This is an optimization exercise on Yosys and OpenROAD, whose aim is small area, a short achievable clock period and few clock cycles, not a production implementation.
Only simulation tests tie the RTL to the original design; equivalence was not proved.
Power is estimated from default activity; no workload was simulated.

== cedar ==
==> flow/design.v (excerpt) <==
module alu(
    input [31:0] A,
    input [31:0] B,
    input [2:0] ALUop,
    input clk,
    input reset,
    output reg [31:0] Result,
    output done
);
wire mod_sel = (ALUop == 3'b111);
wire [31:0] mod_result;
wire [31:0] diff;              
wire no_borrow;                
mod #(.R_STEPS(2)) mod_instance (
    .clk(clk),
    .reset(reset),
    .start(mod_sel),
    .ALUop(ALUop),
    .A(A),
    .B(B),
    .Result(mod_result),
    .diff(diff),
    .no_borrow(no_borrow),
    .done(done)
);
wire t11 = ~ALUop[1];
wire t10 = ALUop[1] ^ ALUop[0];
wire t00 = ALUop[1] & ALUop[0];
wire [31:0] both = A & B;
wire [31:0] any = A | B;
reg [31:0] logic_res;
integer i;
always @(*)
    for (i = 0; i < 32; i = i + 1)
        logic_res[i] = both[i] ? t11 : (any[i] ? t10 : t00);
wire is_logic = ~ALUop[2];
wire is_arith = ALUop[2] & (ALUop[1] ^ ALUop[0]);
wire is_gt = ALUop[2] & ~ALUop[1] & ~ALUop[0];
wire mod_done = mod_sel & done;
always @(*) begin
    Result = (logic_res & {32{is_logic}}) | (diff & {32{is_arith}}) | (mod_result & {32{mod_done}});
    Result[0] = Result[0] | (is_gt & no_borrow);
end
endmodule
For scale: roughly 1400 cells after synthesis, ~71 flip-flops, roughly 100 I/O pins.
clock: 24.0 ns
lec_check: 0
cap_margin: 20
core_margin: 2
core_utilization: 40
slew_margin: 20
standard.sh (not shown) runs the stock make flow with config.mk's settings and CLKGATE_MAP_FILE= SYNTH_SCRIPT=/design/flow/synth_recipe.tcl, a recipe that flattens the netlist after the stock synthesis.
==> flow/flow/run.sh <==
#!/bin/bash
# The standard layout (the standard.sh: standard synthesis, floorplan, place,
# CTS, route, finish) with two changes to how it is made:
#  - setup repair aims at 10 ns of slack instead of 0, so the resizer sizes up
#    the gates on the longest paths;
#  - the port buffers are sky130_fd_sc_hd__buf_2 instead of the default pick.
# The constraints (constraint.sdc) are the standard flow's, unchanged.
set -euo pipefail
bash standard.sh SETUP_SLACK_MARGIN=10 \
    "BUFFER_PORTS_ARGS=-buffer_cell sky130_fd_sc_hd__buf_2" \
    finish > flow_make.log 2>&1
Testbench counts of cedar, summed over its fixed seeds: cycles 2,985.
Changes in maple relative to cedar:
==> flow/run.sh (new file) <==
#!/bin/bash
# synth_recipe.tcl (not shown) runs the flow's synth.tcl, then flattens the netlist and writes it again
# the make line also repeats each setting of config.mk as NAME=value (left out here)
make -C /OpenROAD-flow-scripts/flow DESIGN_CONFIG=/design/flow/config.mk WORK_HOME=/design/flow/orfs CLKGATE_MAP_FILE= SYNTH_SCRIPT=/design/flow/synth_recipe.tcl finish
removed: flow/flow/run.sh
removed: flow/standard.sh
Results
Lower layout cell share with drive strength beyond 1 was reported by maple, not cedar.
Taking cedar as 1.0, maple lands at 0.824 on power dissipated in the clock network.
Between cedar and maple, the flow reports wire length decreasing by a few percent.
| number of non-clock buffers | higher: cedar |
Compared with cedar, in maple data-path buffer share of cell area in the final layout went up 0.32 points; final cell area excluding filler cells went down about 2%; power after layout went down about 3.5%.
maple vs cedar, core utilization went down by 0.98 points.
From cedar to maple the numbers moved as follows: global-route usage saw a decrease, met2 track demand over resource in global routing saw a decrease.


Another version of the RTL of alu (not shown whole).
Size: ~1,300 cells after synthesis, roughly 100 I/O pins, roughly 11,000 sq um of cells after synthesis.
export LEC_CHECK = 0
export CAP_MARGIN = 20
export CORE_MARGIN = 2
export CORE_UTILIZATION = 40
export SLEW_MARGIN = 20
create_clock -name core_clock -period 24.0 [get_ports {clk}]
==> flow/flow/run.sh <==
#!/bin/bash
# The standard layout (the standard.sh: standard synthesis, floorplan, place,
# CTS, route, finish) with two changes to how it is made:
#  - setup repair aims at 12 ns of slack instead of 0, so the resizer sizes up
#    the gates on the longest paths;
#  - the port buffers are sky130_fd_sc_hd__buf_2 instead of the default pick.
# The constraints (constraint.sdc) are the standard flow's, unchanged.
set -euo pipefail
bash standard.sh SETUP_SLACK_MARGIN=12 \
    "BUFFER_PORTS_ARGS=-buffer_cell sky130_fd_sc_hd__buf_2" \
    finish > flow_make.log 2>&1
Testbench counts at the start, summed over its fixed seeds: cycles 2,985.
Edit:
==> flow/flow/run.sh (replaced) <==
#!/bin/bash
# The standard layout (the standard.sh: standard synthesis, floorplan, place,
# CTS, route, finish) with three changes to how it is made:
#  - setup repair aims at 11 ns of slack instead of 0, so the resizer sizes up
#    the gates on the longest paths;
#  - the port buffers are sky130_fd_sc_hd__buf_2 instead of the default pick;
#  - the clock tree is built from sky130_fd_sc_hd__clkbuf_8.
# The constraints (constraint.sdc) are the standard flow's, unchanged.
set -euo pipefail
bash standard.sh SETUP_SLACK_MARGIN=11 \
    "BUFFER_PORTS_ARGS=-buffer_cell sky130_fd_sc_hd__buf_2" \
    CTS_BUF_LIST=sky130_fd_sc_hd__clkbuf_8 \
    finish > flow_make.log 2>&1
After rerunning: The new run ran to the end with no violations. Cell area falls by a few percent. Synthesized cell count does not change. Die area does not change. Total power falls by a few percent. Sequential share of layout area rises by 0.55 points. Clock power falls by well over a third. Register-to-register slack got worse by 0.50 ns. Fmax falls slightly. Combinational power barely changes. Cell count falls slightly.

-- what the ideal ports hide --
No port has a modelled driver above. Below, the same layouts with a new extraction and two added sets of constraints. Step 1, drivers: a clkbuf_16 drives clk and a buf_2 each remaining input, both assumed. Step 2, shift: input delay + t, output delay - t, t = (earliest + latest rising clock arrival at the registers) / 2. This alone moves slack from input paths to output paths. Three values: ideal ports, drivers, drivers and shift; two values: the first two.
run | shift t [ns] | setup slack, ns | worst setup path at the end | cell pins on the clock port's net
cedar | 0.401 | 10.113 / 9.933 / 9.933 | input to output | 1
maple | 0.408 | 7.185 / 7.163 / 7.163 | input to output | 1
the first run of note 2 | 0.379 | 11.207 / 11.059 / 11.059 | input to output | 1
the second run of note 2 | 0.384 | 11.140 / 10.991 / 10.991 | input to output | 1
After both steps setup and hold are still met in every run listed. For cedar, which loses most, drivers alone change the setup slack by -0.180 ns; drivers and shift together by -0.180 ns.
